Background: an optimization exercise with open tools, aiming at small area, a short achievable clock period and few clock cycles per item. Do not read the settings as production practice.
The RTL was checked by simulation tests, not by an equivalence proof against the original design.

== try-amber ==
==> flow/design.v (excerpt) <==
module gcd( input [31:0] a_in,
            input [31:0] b_in,
            input start,
            input reset_n,
            input clk,
            output [31:0] result,
            output done);
  localparam int M = 3;           
  logic [32:0] a, b;              
  logic        fb;                
  logic [4:0]  k;                 
  logic        h;                 
  logic        busy;
  logic        bz;                
  wire k_zero = (k == 5'd0);
  wire a_zero = (a == 33'd0);
  wire a_odd = a[0] ^ a[32];
  wire b_odd = b[0] ^ fb;
  wire [32:0] ag0 = b & a;
  wire [32:0] ap  = b ^ a;
  wire [31:0] ag  = {ag0[31:1], ag0[0] | ap[0]};
  wire cy_g0_1 = ag[1] | (ap[1] & ag[0]);
  wire cy_p0_1 = ap[1] & ap[0];
  wire cy_g0_3 = ag[3] | (ap[3] & ag[2]);
  wire cy_p0_3 = ap[3] & ap[2];
  wire cy_g0_5 = ag[5] | (ap[5] & ag[4]);
  wire cy_p0_5 = ap[5] & ap[4];
  wire cy_g0_7 = ag[7] | (ap[7] & ag[6]);
  wire cy_p0_7 = ap[7] & ap[6];
  wire cy_g0_9 = ag[9] | (ap[9] & ag[8]);
  wire cy_p0_9 = ap[9] & ap[8];
  wire cy_g0_11 = ag[11] | (ap[11] & ag[10]);
  wire cy_p0_11 = ap[11] & ap[10];
  wire cy_g0_13 = ag[13] | (ap[13] & ag[12]);
  wire cy_p0_13 = ap[13] & ap[12];
  wire cy_g0_15 = ag[15] | (ap[15] & ag[14]);
  wire cy_p0_15 = ap[15] & ap[14];
  wire cy_g0_17 = ag[17] | (ap[17] & ag[16]);
  wire cy_p0_17 = ap[17] & ap[16];
  wire cy_g0_19 = ag[19] | (ap[19] & ag[18]);
  wire cy_p0_19 = ap[19] & ap[18];
  wire cy_g0_21 = ag[21] | (ap[21] & ag[20]);
  wire cy_p0_21 = ap[21] & ap[20];
  wire cy_g0_23 = ag[23] | (ap[23] & ag[22]);
  wire cy_p0_23 = ap[23] & ap[22];
  wire cy_g0_25 = ag[25] | (ap[25] & ag[24]);
  wire cy_p0_25 = ap[25] & ap[24];
  wire cy_g0_27 = ag[27] | (ap[27] & ag[26]);
  wire cy_p0_27 = ap[27] & ap[26];
  wire cy_g0_29 = ag[29] | (ap[29] & ag[28]);
  wire cy_p0_29 = ap[29] & ap[28];
  wire cy_g0_31 = ag[31] | (ap[31] & ag[30]);
  wire cy_p0_31 = ap[31] & ap[30];
  wire cy_g1_2 = ag[2] | (ap[2] & cy_g0_1);
  wire cy_p1_2 = ap[2] & cy_p0_1;
  wire cy_g1_3 = cy_g0_3 | (cy_p0_3 & cy_g0_1);
  wire cy_p1_3 = cy_p0_3 & cy_p0_1;
  wire cy_g1_6 = ag[6] | (ap[6] & cy_g0_5);
  wire cy_p1_6 = ap[6] & cy_p0_5;
  wire cy_g1_7 = cy_g0_7 | (cy_p0_7 & cy_g0_5);
  wire cy_p1_7 = cy_p0_7 & cy_p0_5;
  wire cy_g1_10 = ag[10] | (ap[10] & cy_g0_9);
  wire cy_p1_10 = ap[10] & cy_p0_9;
  ...
==> flow/config.mk <==
export PLATFORM = sky130hd
export DESIGN_NAME = gcd
export DESIGN_NICKNAME = gcd
export VERILOG_FILES = /design/flow/design.v
export SDC_FILE = /design/flow/constraint.sdc
export NUM_CORES = 4
export LEC_CHECK = 0
export CAP_MARGIN = 20
export CORE_MARGIN = 2
export CORE_UTILIZATION = 40
export CTS_BUF_LIST = sky130_fd_sc_hd__clkbuf_8
export PLACE_DENSITY = 0.6
export SETUP_SLACK_MARGIN = 0.6
export SLEW_MARGIN = 20
==> flow/constraint.sdc <==
create_clock -name core_clock -period 4.0 [get_ports {clk}]
set_input_delay 0.8000 -clock core_clock [delete_from_list [all_inputs] [get_ports {clk}]]
set_output_delay 0.8000 -clock core_clock [all_outputs]
set_load 0.01 [all_outputs]
standard.sh (not shown) runs the stock make flow with config.mk's settings and CLKGATE_MAP_FILE= SYNTH_SCRIPT=/design/flow/synth_recipe.tcl, a recipe that flattens the netlist after the stock synthesis.
==> flow/flow/run.sh <==
#!/bin/bash
# Standard ORFS layout, with the port buffers made of the smallest buffer cell.
set -euo pipefail
export BUFFER_PORTS_ARGS="-buffer_cell sky130_fd_sc_hd__buf_1"
bash standard.sh > standard_flow.log 2>&1
Testbench counts of try-amber, summed over its fixed seeds: cycles 53,893, items 2,400.
For try-fjord, these inputs were changed with respect to try-amber:
# try-amber
export LEC_CHECK = 0
export CAP_MARGIN = 20
export CORE_MARGIN = 2
export CORE_UTILIZATION = 40
export CTS_BUF_LIST = sky130_fd_sc_hd__clkbuf_8
export PLACE_DENSITY = 0.6
export SETUP_SLACK_MARGIN = 0.6
export SLEW_MARGIN = 20
create_clock -name core_clock -period 4.0 [get_ports {clk}]
# try-fjord
export LEC_CHECK = 0
export CAP_MARGIN = 20
export CORE_MARGIN = 2
export CORE_UTILIZATION = 50
export PLACE_DENSITY = 0.7
export SETUP_SLACK_MARGIN = 0.6
export SLEW_MARGIN = 20
create_clock -name core_clock -period 4.0 [get_ports {clk}]
==> comparison <==
Changes in try-umber relative to try-fjord:
# try-fjord
export LEC_CHECK = 0
export CAP_MARGIN = 20
export CORE_MARGIN = 2
export CORE_UTILIZATION = 50
export PLACE_DENSITY = 0.7
export SETUP_SLACK_MARGIN = 0.6
export SLEW_MARGIN = 20
create_clock -name core_clock -period 4.0 [get_ports {clk}]
# try-umber
export LEC_CHECK = 0
export CAP_MARGIN = 20
export CORE_MARGIN = 2
export CORE_UTILIZATION = 40
export PLACE_DENSITY = 0.6
export SETUP_SLACK_MARGIN = 0.8
export SLEW_MARGIN = 20
create_clock -name core_clock -period 4.0 [get_ports {clk}]
==> run summary <==
On clock buffer count from CTS, try-umber and try-fjord are basically level. Share of layout cells above drive strength 1 ended up 2.2 points higher on try-umber than on try-fjord. Final critical-path share of the clock period, try-umber and try-fjord: higher on try-fjord. Comparing try-umber and try-fjord, final worst setup slack is higher on try-umber. Taking try-fjord as the reference, in try-umber post-route non-filler standard cell count picked up an extra about 5%, area share of buffers outside the clock network picked up an extra 0.90 points, share of the final layout cell area in multi-input gates lost 0.62 points. try-umber: done, clean on timing, DRC and antenna.
Relative to try-umber, the following input files were edited for try-harbor:
# try-umber
export LEC_CHECK = 0
export CAP_MARGIN = 20
export CORE_MARGIN = 2
export CORE_UTILIZATION = 40
export PLACE_DENSITY = 0.6
export SETUP_SLACK_MARGIN = 0.8
export SLEW_MARGIN = 20
create_clock -name core_clock -period 4.0 [get_ports {clk}]
# try-harbor
export LEC_CHECK = 0
export CAP_MARGIN = 20
export CORE_MARGIN = 2
export CORE_UTILIZATION = 40
export PLACE_DENSITY = 0.6
export SETUP_SLACK_MARGIN = 0.4
export SLEW_MARGIN = 20
create_clock -name core_clock -period 4.0 [get_ports {clk}]
--- outcome ---
try-harbor: average routed wire per standard cell is 0.34 µm lower than what try-umber reported.
In try-harbor relative to try-umber, design area had gone down by a little under 10%.
Final critical-path share of the clock period: try-umber and try-harbor compared, higher one is try-harbor
Between try-umber and try-harbor, total length of routed wires is higher for try-umber, try-harbor comes in under that.

==> what the ideal ports hide <==
How much do the figures lean on ideal ports? The routed layouts below were timed once more, with nothing changed but the port constraints. Step 1 assumes that a clkbuf_16 drives the clock port and a buf_2 every other input. Step 2 moves the port delays by t, midway between the first and last clock arrival at a register: inputs arrive t later, outputs are due t later. That takes back most of the time a late clock gives input paths. a / b / c = ideal ports / drivers / drivers and shift; a / b = the first two.
run | shift t [ns] | setup slack, ns | pins driven straight from the clock port
try-amber | 0.422 | 0.658 / 0.617 / 0.716 | 1
try-fjord | 0.390 | 0.625 / 0.581 / 0.676 | 1
try-umber | 0.391 | 0.791 / 0.747 / 0.833 | 1
try-harbor | 0.392 | 0.506 / 0.464 / 0.526 | 1
After both steps setup and hold are still met in every run listed.
